Background: an optimization exercise with open tools, aiming at small area and a short achievable clock period. Do not read the settings as production practice. No functional check of the RTL was part of any run shown here.

==> flow/design.v <==
module Cordic (
  input  wire        in_clk,
  input  wire        in_rst,
  input  wire        in_enable,
  input  wire [15:0] in_x,
  input  wire [15:0] in_y,
  output wire        out_valid,
  output wire [18:0] out_phase,
  output wire [15:0] out_x,
  output wire [15:0] out_y
);
  function [18:0] atan;
    input integer i;
    begin
      case (i)
        0: atan = 19'h0c90f;
        1: atan = 19'h076b1;
        2: atan = 19'h03eb6;
        3: atan = 19'h01fd5;
        4: atan = 19'h00ffa;
        5: atan = 19'h007ff;
        6: atan = 19'h003ff;
        default: atan = 19'h001ff;
      endcase
    end
  endfunction
  reg [12:0] vld;
  always @(posedge in_clk or negedge in_rst)
    if (!in_rst) vld <= 13'b0;
    else         vld <= {vld[11:0], in_enable};
  assign out_valid = vld[12];
  reg signed [16:0] xr [0:8];
  reg        [16:0] mr [0:8];
  reg        [7:0]  dr [1:9];    
  always @(posedge in_clk) begin
    xr[0] <= {in_x[15], in_x};
    mr[0] <= {in_y[15], in_y};
  end
  genvar i;
  generate
    for (i = 0; i < 8; i = i + 1) begin : g_stage
      wire        e;             
      wire        s  = mr[i][16];
      wire        d  = s ^ e;
      wire [16:0] ym = mr[i] ^ {17{s}};
      wire signed [16:0] xs = xr[i] >>> i;
      wire [16:0] xn, mn;
      padd #(.N(17), .ARCH(0)) u_xadd (.a(xr[i]), .b(ym >> i), .cin(d),    .s(xn));
      padd #(.N(17), .ARCH(0)) u_madd (.a(ym),    .b(~xs),    .cin(1'b1), .s(mn));
      always @(posedge in_clk) begin
        xr[i+1] <= xn;
        mr[i+1] <= mn;
      end
      if (i == 0) begin : g_d0
        assign e = 1'b0;
        always @(posedge in_clk) dr[1] <= {7'b0, d};
      end else begin : g_dn
        assign e = dr[i][i-1];
        always @(posedge in_clk) dr[i+1] <= (dr[i] & ((8'd1 << i) - 8'd1)) | ({7'b0, d} << i);
      end
    end
  endgenerate
  wire signed [16:0] x8 = xr[8];
  wire signed [16:0] y8 = mr[8] ^ {17{dr[8][7]}};
  reg [15:0] xa, ya;      
  reg [11:0] xb, yb;      
  reg        xc, yc;      
  function [28:0] gain1;   
    input signed [16:0] v;
    reg signed [18:0] a;
    reg signed [23:0] b;
    reg        [3:0]  lo;
    begin
      a  = (v <<< 2) + v;
      b  = (v <<< 6) + (v <<< 3) + v;
      lo = {1'b0, a[2:0]} - {1'b0, b[11:9]} - {3'b0, |v[8:0]};
      gain1 = {lo[3], a[18:3], b[23:12]};
    end
  endfunction
  wire [28:0] gx = gain1(x8);
  wire [28:0] gy = gain1(y8);
  always @(posedge in_clk) begin
    {xc, xa, xb} <= gx;
    {yc, ya, yb} <= gy;
    dr[9]        <= dr[8];
  end
  function [18:0] zsum;
    input [3:0] dirs;
    input integer base;
    integer k;
    begin
      zsum = 19'd0;
      for (k = 0; k < 4; k = k + 1)
        zsum = dirs[k] ? zsum - atan(base + k) : zsum + atan(base + k);
    end
  endfunction
  wire [18:0] zlo [0:15];
  wire [18:0] zhi [0:15];
  genvar j;
  generate
    for (j = 0; j < 16; j = j + 1) begin : g_ztab
      assign zlo[j] = zsum(j, 0);
      assign zhi[j] = zsum(j, 4);
    end
  endgenerate
  reg [15:0] ox, oy;
  reg [18:0] oz;
  always @(posedge in_clk) begin
    ox <= xa - {{4{xb[11]}}, xb} - xc;
    oy <= ya - {{4{yb[11]}}, yb} - yc;
    oz <= zlo[dr[9][3:0]] + zhi[dr[9][7:4]];
  end
  assign out_x = ox;
  assign out_y = oy;
  assign out_phase = oz;
endmodule
module padd #(parameter N = 17, ARCH = 0) (
  input  wire [N-1:0] a,
  input  wire [N-1:0] b,
  input  wire         cin,
  output wire [N-1:0] s
);
  localparam W = N + 1;              
  localparam L = $clog2(W);
  localparam D = 2 * L - 1;          
  function integer src;
    input integer l, k;
    integer m;
    begin
      src = -1;
      if (ARCH == 0) begin
        if (l < L && ((k >> l) & 1)) src = ((k >> l) << l) - 1;
      end else if (ARCH == 2) begin
        if (l < L && k >= (1 << l)) src = k - (1 << l);
      end else if (l < L) begin
        if (((k + 1) % (2 << l)) == 0) src = k - (1 << l);
      end else begin
        m = 2 * L - 2 - l;
        if (((k + 1) % (2 << m)) == (1 << m) && k >= (2 << m)) src = k - (1 << m);
      end
    end
  endfunction
  reg [W-1:0] g, p, gn, pn;
  integer l, k;
  always @(*) begin
    g = {a & b, cin};
    p = {a ^ b, 1'b0};
    for (l = 0; l < D; l = l + 1) begin
      gn = g;
      pn = p;
      for (k = 0; k < W; k = k + 1)
        if (src(l, k) >= 0) begin
          gn[k] = g[k] | (p[k] & g[src(l, k)]);
          pn[k] = p[k] & p[src(l, k)];
        end
      g = gn;
      p = pn;
    end
  end
  assign s = (a ^ b) ^ g[N-1:0];
endmodule
module CordicVectoring (
  input  wire        in_clk,
  input  wire        in_rst,
  input  wire        in_enable,
  input  wire [15:0] in_x,
  input  wire [15:0] in_y,
  output wire        out_valid,
  output wire [18:0] out_phase,
  output wire [15:0] out_x,
  output wire [15:0] out_y
);
  Cordic u_cordic (
    .in_clk    (in_clk),
    .in_rst    (in_rst),
    .in_enable (in_enable),
    .in_x      (in_x),
    .in_y      (in_y),
    .out_valid (out_valid),
    .out_phase (out_phase),
    .out_x     (out_x),
    .out_y     (out_y)
  );
endmodule
==> flow/flow/run.sh <==
#!/bin/bash
set -euo pipefail
bash standard.sh \
  SETUP_SLACK_MARGIN=${MARGIN:-6.1} \
  "BUFFER_PORTS_ARGS=-buffer_cell sky130_fd_sc_hd__buf_2" \
  finish > standard.log 2>&1
==> flow/standard.sh <==
#!/bin/bash
# synth_recipe.tcl (not shown) runs the flow's synth.tcl, then flattens the netlist and writes it again
# the make line also repeats each setting of config.mk as NAME=value (left out here)
make -C /OpenROAD-flow-scripts/flow DESIGN_CONFIG=/design/flow/config.mk WORK_HOME=/design/flow/orfs CLKGATE_MAP_FILE= SYNTH_SCRIPT=/design/flow/synth_recipe.tcl "${@:-finish}"
==> flow/config.mk <==
export PLATFORM = sky130hd
export DESIGN_NAME = CordicVectoring
export DESIGN_NICKNAME = CordicVectoring
export VERILOG_FILES = /design/flow/design.v
export SDC_FILE = /design/flow/constraint.sdc
export NUM_CORES = 4
export LEC_CHECK = 0
export CAP_MARGIN = 20
export CORE_MARGIN = 2
export CORE_UTILIZATION = 40
export CTS_CLUSTER_DIAMETER = 100
export CTS_CLUSTER_SIZE = 30
export SLEW_MARGIN = 20
==> flow/constraint.sdc <==
create_clock -name core_clock -period 9.0 [get_ports {in_clk}]
set_input_delay 1.8000 -clock core_clock [delete_from_list [all_inputs] [get_ports {in_clk}]]
set_output_delay 1.8000 -clock core_clock [all_outputs]
set_load 0.01 [all_outputs]
==> results of run 1 <==
==> cell usage after synthesis (22+ instances only) <==
cell type | number | area [um2]
a211oi_1 | 22 | 165
inv_1 | 392 | 1470
o21a_1 | 37 | 278
a21oi_1 | 122 | 611
nand2b_1 | 36 | 225
o21ai_0 | 99 | 495
nor2_1 | 165 | 619
clkbuf_1 | 28 | 105
a21o_1 | 34 | 255
or3_1 | 24 | 150
nor3_1 | 51 | 255
dfxtp_1 | 456 | 9130
ha_1 | 368 | 4600
xor2_1 | 247 | 2160
nand2_1 | 108 | 405
nor2b_1 | 43 | 269
nand3_1 | 39 | 195
xnor2_1 | 191 | 1670
fa_1 | 90 | 1800
==> worst paths after layout <==
check	depth (start not counted)	to	slack, ns	start
worst max-delay path	14	u_cordic.yc	5.78	u_cordic.dr[8][7]
worst min-delay path	0	u_cordic.dr[9][0]	0.31	u_cordic.dr[8][0]
worst max register to register	14	u_cordic.yc	5.78	u_cordic.dr[8][7]
worst min register to register	0	u_cordic.dr[9][0]	0.31	u_cordic.dr[8][0]
max in group asynchronous	1	u_cordic.vld[0]	7.73	in_rst
min in group asynchronous	1	u_cordic.vld[2]	1.04	in_rst
==> cell families after synthesis <==
| group | Yosys count | share of synthesized area [%] |
|---|---|---|
| xor+xnor | 438 | 14.2 |
| flops | 469 | 35.0 |
| fa+ha+maj | 462 | 23.9 |
| simple gates | 527 | 9.35 |
| buf+inv | 438 | 6.20 |
| other cells | 1 | 0.0139 |
| mux | 3 | 0.116 |
| compound gates | 454 | 11.2 |
==> critical path, stage by stage (launching register included) <==
cell and delay (ns):
dfxtp_4 0.42, bufbuf_16 0.29, and3b_1 0.20, or3_4 0.40, ha_4 0.22, a21boi_2 0.14
o21ai_1 0.15, nor2b_2 0.17, xor2_1 0.18, ha_1 0.26, a21o_1 0.20, ha_4 0.15
nand2b_4 0.13, a21oi_2 0.11, xor2_1 0.14
==> state kept, by name, summed over array words and instances, names as in the netlist, 16 cells and up <==
name and flops:
u_cordic.mr 152, u_cordic.xr 152, u_cordic.dr 44, u_cordic.oz 18, u_cordic.ox 16, u_cordic.oy 16, u_cordic.xa 16, u_cordic.ya 16
==> cell type report <==
cell class,instances,area share (%)
Timing Repair Buffer,353,8.75
Sequential cell,469,27.4
Clock buffer,28,1.91
Tap cell,873,3.13
Inverter,392,4.22
Clock inverter,19,0.918
Multi-Input combinational cell,1885,53.6
==> through the flow <==
step	hold slack [ns]	util, %	area [um2]	instances	worst slack (ns)
floorplan	0.310	-	27800	2792	5.61
global placement	0.311	43.2	28900	3712	5.00
detailed placement	0.312	43.2	28900	3712	4.94
CTS	0.318	49.1	32900	3938	5.80
global route	0.325	52.2	34900	4019	5.63
finish	0.315	52.2	34900	4019	5.78
==> routing by layer <==
| metal | track usage, % | wire [um] |
|---|---|---|
| met5 | 0 | 0 |
| met2 | 32.1 | 32100 |
| met1 | 17.1 | 22400 |
| met3 | 1.57 | 1240 |
| met4 | 5.61 | 1880 |
==> repair_timing <==
item | in CTS | in global routing
resized for setup | 325 | 281
setup buffers | 175 | 80
pin swaps | 201 | 189
endpoints found under the setup margin | 191 | 155
gates cloned | 4 | 1
==> run notes, run 1 <==
Vias 19200; initial antenna violation count 0; clk buf depth 3; Max-Cap Viols 0; Placeable Area 0.0669 mm2; unrepaired setup endpoints after global routing true; fin crit share 35.8%; Mapped Area 0.0270 mm2; I/O pins 87; Critical Path RT 9.54 ns; Root Driver clkbuf_16; endpoints failing hold 0; Initial Util 40.3%; Arr. time, crit path 3.76 ns; Max Freq 310 MHz; CP Capture Type register; Crit Path Class reg2reg; Synth Flop Type dfxtp_1; outcome complete, no violations; Detail Route Antenna Nets 0; largest net degree at the start of global routing 33; Fill cells 5810; first-pass GRT wire length 92.8 mm; row count 95; final-report setup violation count 0; post-synth net total 3285; HP Class reg2reg; # DRC 0; placer congestion estimate 0.851; headroom to the max-slew limit 59.0%; Crit Path Max Fanout 12; EDFF count, synth 0; post-DP HPWL 41.0 mm; CTS tree built; Avg WL per Cell 14.3 um; CP startpoint kind register; Async SR Flop Fraction 2.77%; height of the chip 264 um; vias per cell 4.78; most common cell after layout, fill and taps aside dfxtp_1; pins over their slew limit 0; n_diodes 0; Tot GR Track Use 16.0%; Slew @ Worst Pin 0.613 ns; die area 0.0695 mm2; Area Overhead vs Synth 29.4%; clk sinks 469; clk_skew 0.0363 ns; chip width 264 um; PortBufs 85; initial DRC count 513; TritonCTS buffer count 26; Cell variety after synth 73; Clock Pin Slew Worst Setup and Hold Paths 0.11 ns; Reg area 0.00958 mm2; DRT Pass-1 Iters 5; layout cell share with drive strength beyond 1 27.4%; sequential area share after synthesis 35.0%; cell count after synthesis 2792; multi-input logic area 0.0187 mm2; grt total ovfl 0; Yosys warning total 8; hold_buf cts 0; post-synthesis area per instance 9.66 um2; Nets 3620; DRT Wirelength 57.6 mm; min Tclk post-route 3.22 ns; H-tree lvl count 1; most frequent cells in the layout 407 x dfxtp_1, 366 x inv_1, 314 x ha_1; FF+latch count, synth 469; Clk Latency, worst-skew pair 0.62 ns; final setup TNS 0 ns; vias in the first global route 20000
==> run 2, diff against run 1 <==
==> flow/flow/run.sh (replaced) <==
#!/bin/bash
set -euo pipefail
bash standard.sh \
  SETUP_SLACK_MARGIN=${MARGIN:-5.9} \
  "BUFFER_PORTS_ARGS=-buffer_cell sky130_fd_sc_hd__buf_2" \
  finish > standard.log 2>&1
==> run 2 against run 1 <==
Against the previous run:
- still clean
- first-iteration DRC count grew 18%
- design area shrank 5.1%
- flip-flop and latch count did not move
- critical path depth grew 2
- critical endpoint unchanged
- highest routed layer unchanged
==> run notes, run 2 <==
headroom to the max-slew limit 55.3% (-3.7 points); area share of the largest cell type after synthesis 33.8% (unchanged); post-DP HPWL 42.2 mm (+2.9%); initial antenna violation count 0 (unchanged); most common cell after layout, fill and taps aside dfxtp_1; Nets 3553 (-1.9%); most frequent cells after synthesis 456 x dfxtp_1, 392 x inv_1, 368 x ha_1; height of the chip 264 um (unchanged); CP startpoint kind register; Crit Path Class reg2reg; H-tree lvl count 1 (unchanged); unrepaired setup endpoints after global routing true; Detail Route Antenna Nets 0 (unchanged); Largest regs u_cordic.mr: 152 flops, u_cordic.xr: 152 flops, u_cordic.dr: 44 flops; Crit Path Max Fanout 6 (-6); Root Driver clkbuf_16; vias per cell 4.82 (+0.69%); Clock Pin Slew Worst Setup and Hold Paths 0.11 ns (about the same); Fill cells 6046 (+4.1%); PortBufs 85 (unchanged); HP Class reg2reg; clk_skew 0.0229 ns (-0.0134 ns); DRT Wirelength 56.7 mm (-1.6%); Arr. time, crit path 3.74 ns (-0.02 ns); Async SR Flop Fraction 2.77% (unchanged); vias in the first global route 19300 (-3.5%); pins over their slew limit 0 (unchanged); placer congestion estimate 0.850 (-0.12%); n_diodes 0 (unchanged); Critical Path RT 9.53 ns (about the same); clk sinks 469 (unchanged); first-pass GRT wire length 91.1 mm (-1.9%); Initial Util 40.3% (unchanged); post-synthesis area per instance 9.66 um2 (unchanged); Max Freq 312 MHz (+0.37%); row count 95 (unchanged); Avg WL per Cell 14.3 um (about the same); I/O pins 87 (unchanged); chip width 264 um (unchanged); Max-Cap Viols 0 (unchanged); final setup TNS 0 ns (unchanged); Reg area 0.00956 mm2 (-0.14%); TritonCTS buffer count 24 (-7.7%); Reg2Reg Setup Slack 5.79 ns (about the same); Slew @ Worst Pin 0.661 ns (+0.0488 ns); sequential area share after synthesis 35.0% (unchanged); # DRC 0 (unchanged); most frequent cells in the layout 416 x dfxtp_1, 378 x inv_1, 339 x ha_1; multi-input logic area 0.0179 mm2 (-4.5%); final-report setup violation count 0 (unchanged); layout cell share with drive strength beyond 1 21.3% (-6.1 points); die area 0.0695 mm2 (unchanged); outcome complete, no violations; CP cell instances buf_12, xnor2_4, inv_2, ha_2, or3_1, ha_1, a21boi_2, o21ai_1, nor2b_2, xor2_1, ha_1, a21o_1, ha_4, nand2b_4, a21oi_2, xor2_1; CP max-delay cell dfxtp_4; Tot GR Track Use 15.7% (-0.28 points); Mapped Area 0.0270 mm2 (unchanged); cell with the most instances after synthesis dfxtp_1; fin crit share 35.7% (-0.13 points); Yosys warning total 8 (unchanged); Area Overhead vs Synth 22.7%; cell count after synthesis 2792 (unchanged); min Tclk post-route 3.21 ns (-0.0118 ns); post-synth net total 3285 (unchanged); grt total ovfl 0 (unchanged); largest net degree at the start of global routing 33 (unchanged); endpoints failing hold 0 (unchanged); Slowest Stage Delay on Critical Path 0.44 ns (+0.02 ns); top post-synthesis cells by area dfxtp_1 34%, ha_1 17%, xor2_1 8.0%; FF+latch count, synth 469 (unchanged); CTS tree built; Vias 19000 (-1.0%); EDFF count, synth 0 (unchanged); initial DRC count 605 (+18%); Clk Latency, worst-skew pair 0.59 ns (-0.03 ns); Synth Flop Type dfxtp_1; clk buf depth 3 (unchanged); CP Capture Type register; Cell variety after synth 73 (unchanged); DRT Pass-1 Iters 5 (unchanged); final core occ 49.5% (-2.7 points); leading area contributor after synthesis dfxtp_1; Placeable Area 0.0669 mm2 (unchanged)
## run 2: path summary, 6_finish.rpt
path                                   start  cells past startpoint                 to
min                        u_cordic.dr[8][3]                      0  u_cordic.dr[9][3]
max in group asynchronous             in_rst                      1    u_cordic.vld[2]
min reg2reg                u_cordic.dr[8][3]                      0  u_cordic.dr[9][3]
min in group asynchronous             in_rst                      1   u_cordic.vld[10]
max                        u_cordic.dr[8][7]                     16        u_cordic.yc
max reg2reg                u_cordic.dr[8][7]                     16        u_cordic.yc
## run 2: what timing repair did
action,CTS,global route
gates cloned,3,1
pin swaps,86,147
endpoints found under the hold margin,0,0
buffers inserted,91,103
hold buffers,0,0
endpoints found under the setup margin,175,78
gates resized for setup,171,232
## run 2: critical path: cells and delay by family (launching register included)
family	cells	cell delay [ns]
adder cells (fa/ha/maj)	4	0.86
AND/OR/NAND/NOR	3	0.60
AO/OA/AOI/OAI	4	0.58
XOR/XNOR	3	0.44
flip-flops	1	0.44
buffers and inverters	2	0.22
## run 2: per-layer routing
layer	up-vias	global-route usage [%]	share of wire, %
li1	9682	-	-
met1	9011	17.0	39
met2	228	31.1	54
met3	112	1.33	2.1
met4	0	6.22	4.4
met5	-	0	0
## run 2: cell type report
cell class              count  area share [%]
clock buffers              28            1.89
repair buffers            288            6.76
inverters                 392            4.45
clock inverters            16           0.733
well taps                 873            3.30
multi-input cells        1885            54.0
flip-flops and latches    469            28.9
## run 2: cells by family (layout without fill, tap and decap cells)
family,after synthesis,after routing,synth area share (%)
AND/OR/NAND/NOR,527,527,9.35
multiplexers,3,3,0.116
other,1,1,0.0139
flip-flops,469,469,35.0
adder cells (fa/ha/maj),462,462,23.9
buffers and inverters,438,724,6.20
XOR/XNOR,438,438,14.2
AO/OA/AOI/OAI,454,454,11.2
## run 2: through the flow
| stage | setup WS (ns) | hold slack [ns] | cell area (um2) | instances |
|---|---|---|---|---|
| global route | 5.67 | 0.335 | 33100 | 3951 |
| floorplan | 5.61 | 0.310 | 27600 | 2792 |
| global placement | 4.99 | 0.310 | 28700 | 3709 |
| detailed placement | 4.96 | 0.312 | 28700 | 3709 |
| finish | 5.79 | 0.331 | 33100 | 3951 |
| CTS | 5.78 | 0.332 | 31200 | 3847 |
==> run 3, diff against run 2 <==
--- a/flow/design.v
+++ b/flow/design.v
@@ -47,4 +47,4 @@
       wire [16:0] xn, mn;
-      padd #(.N(17), .ARCH(0)) u_xadd (.a(xr[i]), .b(ym >> i), .cin(d),    .s(xn));
-      padd #(.N(17), .ARCH(0)) u_madd (.a(ym),    .b(~xs),    .cin(1'b1), .s(mn));
+      padd #(.N(17), .ARCH(0)) u_xadd (.a(xr[i]), .b(ym >> i), .cin(d),    .inv(1'b0),         .s(xn));
+      padd #(.N(17), .ARCH(0)) u_madd (.a(ym),    .b(~xs),    .cin(1'b1), .inv(i == 7 && d), .s(mn));
       always @(posedge in_clk) begin
@@ -63,3 +63,3 @@
   wire signed [16:0] x8 = xr[8];
-  wire signed [16:0] y8 = mr[8] ^ {17{dr[8][7]}};
+  wire signed [16:0] y8 = mr[8];
   reg [15:0] xa, ya;      
@@ -120,2 +120,3 @@
   input  wire         cin,
+  input  wire         inv,
   output wire [N-1:0] s
@@ -159,3 +160,3 @@
   end
-  assign s = (a ^ b) ^ g[N-1:0];
+  assign s = (a ^ b ^ {N{inv}}) ^ g[N-1:0];
 endmodule
==> flow/flow/run.sh (replaced) <==
#!/bin/bash
set -euo pipefail
bash standard.sh \
  SETUP_SLACK_MARGIN=${MARGIN:-6.1} \
  "BUFFER_PORTS_ARGS=-buffer_cell sky130_fd_sc_hd__buf_2" \
  finish > standard.log 2>&1
--- a/flow/config.mk
+++ b/flow/config.mk
@@ -10,4 +10,2 @@
 export CORE_UTILIZATION = 40
-export CTS_CLUSTER_DIAMETER = 100
-export CTS_CLUSTER_SIZE = 30
 export SLEW_MARGIN = 20
==> run 3 against run 2 <==
Against the previous run:
- die area grew 1.5%
- core utilization grew 0.79 points
- wire length up 3.3%
- worst setup slack improved by 0.24 ns
==> run notes, run 3 <==
outcome complete, no violations; grt total ovfl 0 (unchanged); I/O pins 87 (unchanged); worst path bufs/invs 0 (-2); r2r startpoint u_cordic.xr[8][3]; post-synthesis area per instance 9.69 um2 (+0.28%); CP startpoint kind register; first-pass GRT wire length 93.6 mm (+2.7%); Slowest Stage Delay on Critical Path 0.59 ns (+0.15 ns); pins over their slew limit 0 (unchanged); final-report setup violation count 0 (unchanged); most frequent cells in the layout 407 x dfxtp_1, 379 x inv_1, 334 x ha_1; DR top layer met4; CP Capture Type register; top post-synthesis cells by area dfxtp_1 33%, ha_1 17%, fa_1 6.8%; HP Class reg2reg; Worst Setup SP u_cordic.xr[8][3]; met2 WL 32.0 mm (+4.4%); Nets 3601 (+1.4%); Fill cells 6027 (-0.31%); number of cells on the worst hold path 0 (unchanged); n_diodes 0 (unchanged); Reg2Reg Setup Slack 6.04 ns (+0.24 ns); Arr. time, crit path 3.46 ns (-0.28 ns); height of the chip 266 um (+0.76%); leading area contributor after synthesis dfxtp_1; min Tclk post-route 2.96 ns (-0.245 ns); Initial Util 40.6% (+0.26 points); cell family with most CP delay adder cells; critical path's most frequent cell ha_1; initial DRC count 763 (+26%); reg-to-reg endpoint u_cordic.xc; Crit Path Max Fanout 3 (-3); chip width 266 um (+0.76%); clk_skew 0.0264 ns (+0.00346 ns); Vias 19900 (+4.5%); Yosys warning total 8 (unchanged); row count 95 (unchanged); Reg area 0.00958 mm2 (+0.14%); CP max-delay cell fa_1; worst r2r path cells 13 (-3); unrepaired setup endpoints after global routing true; headroom to the max-slew limit 58.9% (+3.6 points); Clk Latency, worst-skew pair 0.62 ns (+0.03 ns); clk buf depth 3 (unchanged); Clock Pin Slew Worst Setup and Hold Paths 0.06 ns (-0.05 ns); Synth Flop Type dfxtp_1; Avg WL per Cell 14.6 um (+1.5%); H-tree lvl count 2 (+1); Mapped Area 0.0274 mm2 (+1.5%); Met1 Wirelength 22.1 mm (-1.1%); post-synth net total 3325 (+1.2%); DRT Pass-1 Iters 5 (unchanged); area share of the largest cell type after synthesis 33.3% (-0.51 points); Detail Route Antenna Nets 0 (unchanged); placer congestion estimate 0.853 (+0.38%); Slew @ Worst Pin 0.611 ns (-0.0502 ns); Tot GR Track Use 15.9% (+0.24 points); Max Freq 337 MHz (+8.2%); TritonCTS buffer count 54 (+130%); FF+latch count, synth 469 (unchanged); die area 0.0706 mm2 (+1.5%); fin crit share 32.9% (-2.7 points); Root Driver clkbuf_16; PortBufs 85 (unchanged); Max-Cap Viols 0 (unchanged); cell with the most instances after synthesis dfxtp_1; cell count after synthesis 2827 (+1.3%); clk sinks 469 (unchanged); CP cell instances fa_1, ha_4, a21oi_4, a21oi_1, o21a_1, nor2_2, xor2_1, ha_1, a21o_1, ha_1, nand2_1, nand3b_1, xnor2_1; met3 wire length 1.80 mm (+54%); Area Overhead vs Synth 23.9%; sequential area share after synthesis 34.5% (-0.53 points); vias per cell 4.95 (+2.7%); largest net degree at the start of global routing 19 (-42%); worst setup path endpoint u_cordic.xc; layout cell share with drive strength beyond 1 20.1% (-1.2 points); initial antenna violation count 0 (unchanged); EDFF count, synth 0 (unchanged); endpoints failing hold 0 (unchanged); Cell variety after synth 75 (+2.7%); CP Depth 13 (-3); Largest regs u_cordic.mr: 152 flops, u_cordic.xr: 152 flops, u_cordic.dr: 44 flops; final setup TNS 0 ns (unchanged); # DRC 0 (unchanged); Crit Path Class reg2reg; multi-input logic area 0.0179 mm2 (+0.38%); CTS tree built; DRT Wirelength 58.6 mm (+3.3%); Async SR Flop Fraction 2.77% (unchanged); post-DP HPWL 42.6 mm (+0.98%); Critical Path RT 9.50 ns (-0.03 ns); vias in the first global route 20300 (+4.9%); most frequent cells after synthesis 456 x dfxtp_1, 384 x inv_1, 370 x ha_1; most common cell after layout, fill and taps aside dfxtp_1; Placeable Area 0.0675 mm2 (+0.89%)
## run 3: through the flow
stage,setup WS (ns),cell area [um2],utilization [%],cells,hold WS (ns)
floorplan,6.05,27700,-,2827,0.310
finish,6.04,33900,50.3,4019,0.320
detailed placement,5.17,29000,42.9,3749,0.312
CTS,5.95,32500,48.1,3940,0.318
global placement,5.30,29000,42.9,3749,0.310
global route,5.88,33900,50.3,4019,0.328
## run 3: cell type report
type                    instances  area share, %
clock buffers                  77           4.50
clock inverters                22          0.929
inverters                     384           4.25
multi-input cells            1935           52.9
flip-flops and latches        469           28.2
well taps                     873           3.22
repair buffers                259           6.01
## run 3: logic make-up (layout without fill, tap and decap cells)
group,Yosys count,count (layout),synth area share [%]
buffers and inverters,423,742,5.87
adder cells (fa/ha/maj),463,463,23.7
XOR/XNOR,402,402,12.9
other,1,1,0.0137
multiplexers,9,9,0.343
AND/OR/NAND/NOR,511,511,9.24
AO/OA/AOI/OAI,549,549,13.5
flip-flops,469,469,34.5
## run 3: timing repair
item	4_1_cts	5_1_grt
hold buffers	0	0
setup endpoints to repair	167	97
cloned	1	3
resized for setup	195	167
buffers inserted	91	76
pin swaps	64	116
## run 3: worst register-to-register path, cell delays in order, from the launching register on
cell	delay, ns
dfxtp_4	0.35
fa_1	0.59
ha_4	0.23
a21oi_4	0.12
a21oi_1	0.08
o21a_1	0.20
nor2_2	0.13
xor2_1	0.18
ha_1	0.26
a21o_1	0.16
ha_1	0.27
nand2_1	0.07
nand3b_1	0.09
xnor2_1	0.13
## run 3: how the worst min path moves through the flow
stage | start | to | slack, ns
final | u_cordic.dr[8][0] | u_cordic.dr[9][0] | 0.32
after global routing | u_cordic.dr[8][2] | u_cordic.dr[9][2] | 0.33
after CTS | u_cordic.dr[6][4] | u_cordic.dr[7][4] | 0.32
after detailed placement | u_cordic.dr[2][0] | u_cordic.dr[3][0] | 0.31
after global placement | u_cordic.dr[6][1] | u_cordic.dr[7][1] | 0.31
after floorplan | u_cordic.dr[2][0] | u_cordic.dr[3][0] | 0.31
## run 3: per-layer routing
layer / track usage, % / vias to the layer above
li1: - / 10000
met2: 31.5 / 311
met4: 7.36 / 0
met5: 0 / -
met3: 2.55 / 148
met1: 16.2 / 9380

## what the ideal ports hide
The flow's constraints put no driver on any port. The routed layouts listed below were extracted and timed again, unchanged, in two steps.
Step 1, drivers: a clkbuf_16 drives in_clk and a buf_2 each remaining input, both assumed.
Step 2 also shifts input and output timing later by t, the mid clock arrival at the registers, as if the neighbouring blocks saw the same clock.
Slacks: ideal ports / drivers / drivers and shift; pairs: ideal ports / drivers.
run | t (ns) | slack for setup (ns) | worst register clock-pin slew, ns
run 1 | 0.657 | 5.779 / 5.779 / 5.779 | 0.11 / 0.11
run 2 | 0.641 | 5.791 / 5.791 / 5.791 | 0.11 / 0.11
run 3 | 0.667 | 6.035 / 6.035 / 6.035 | 0.06 / 0.06
After both steps setup and hold are still met in every run listed.
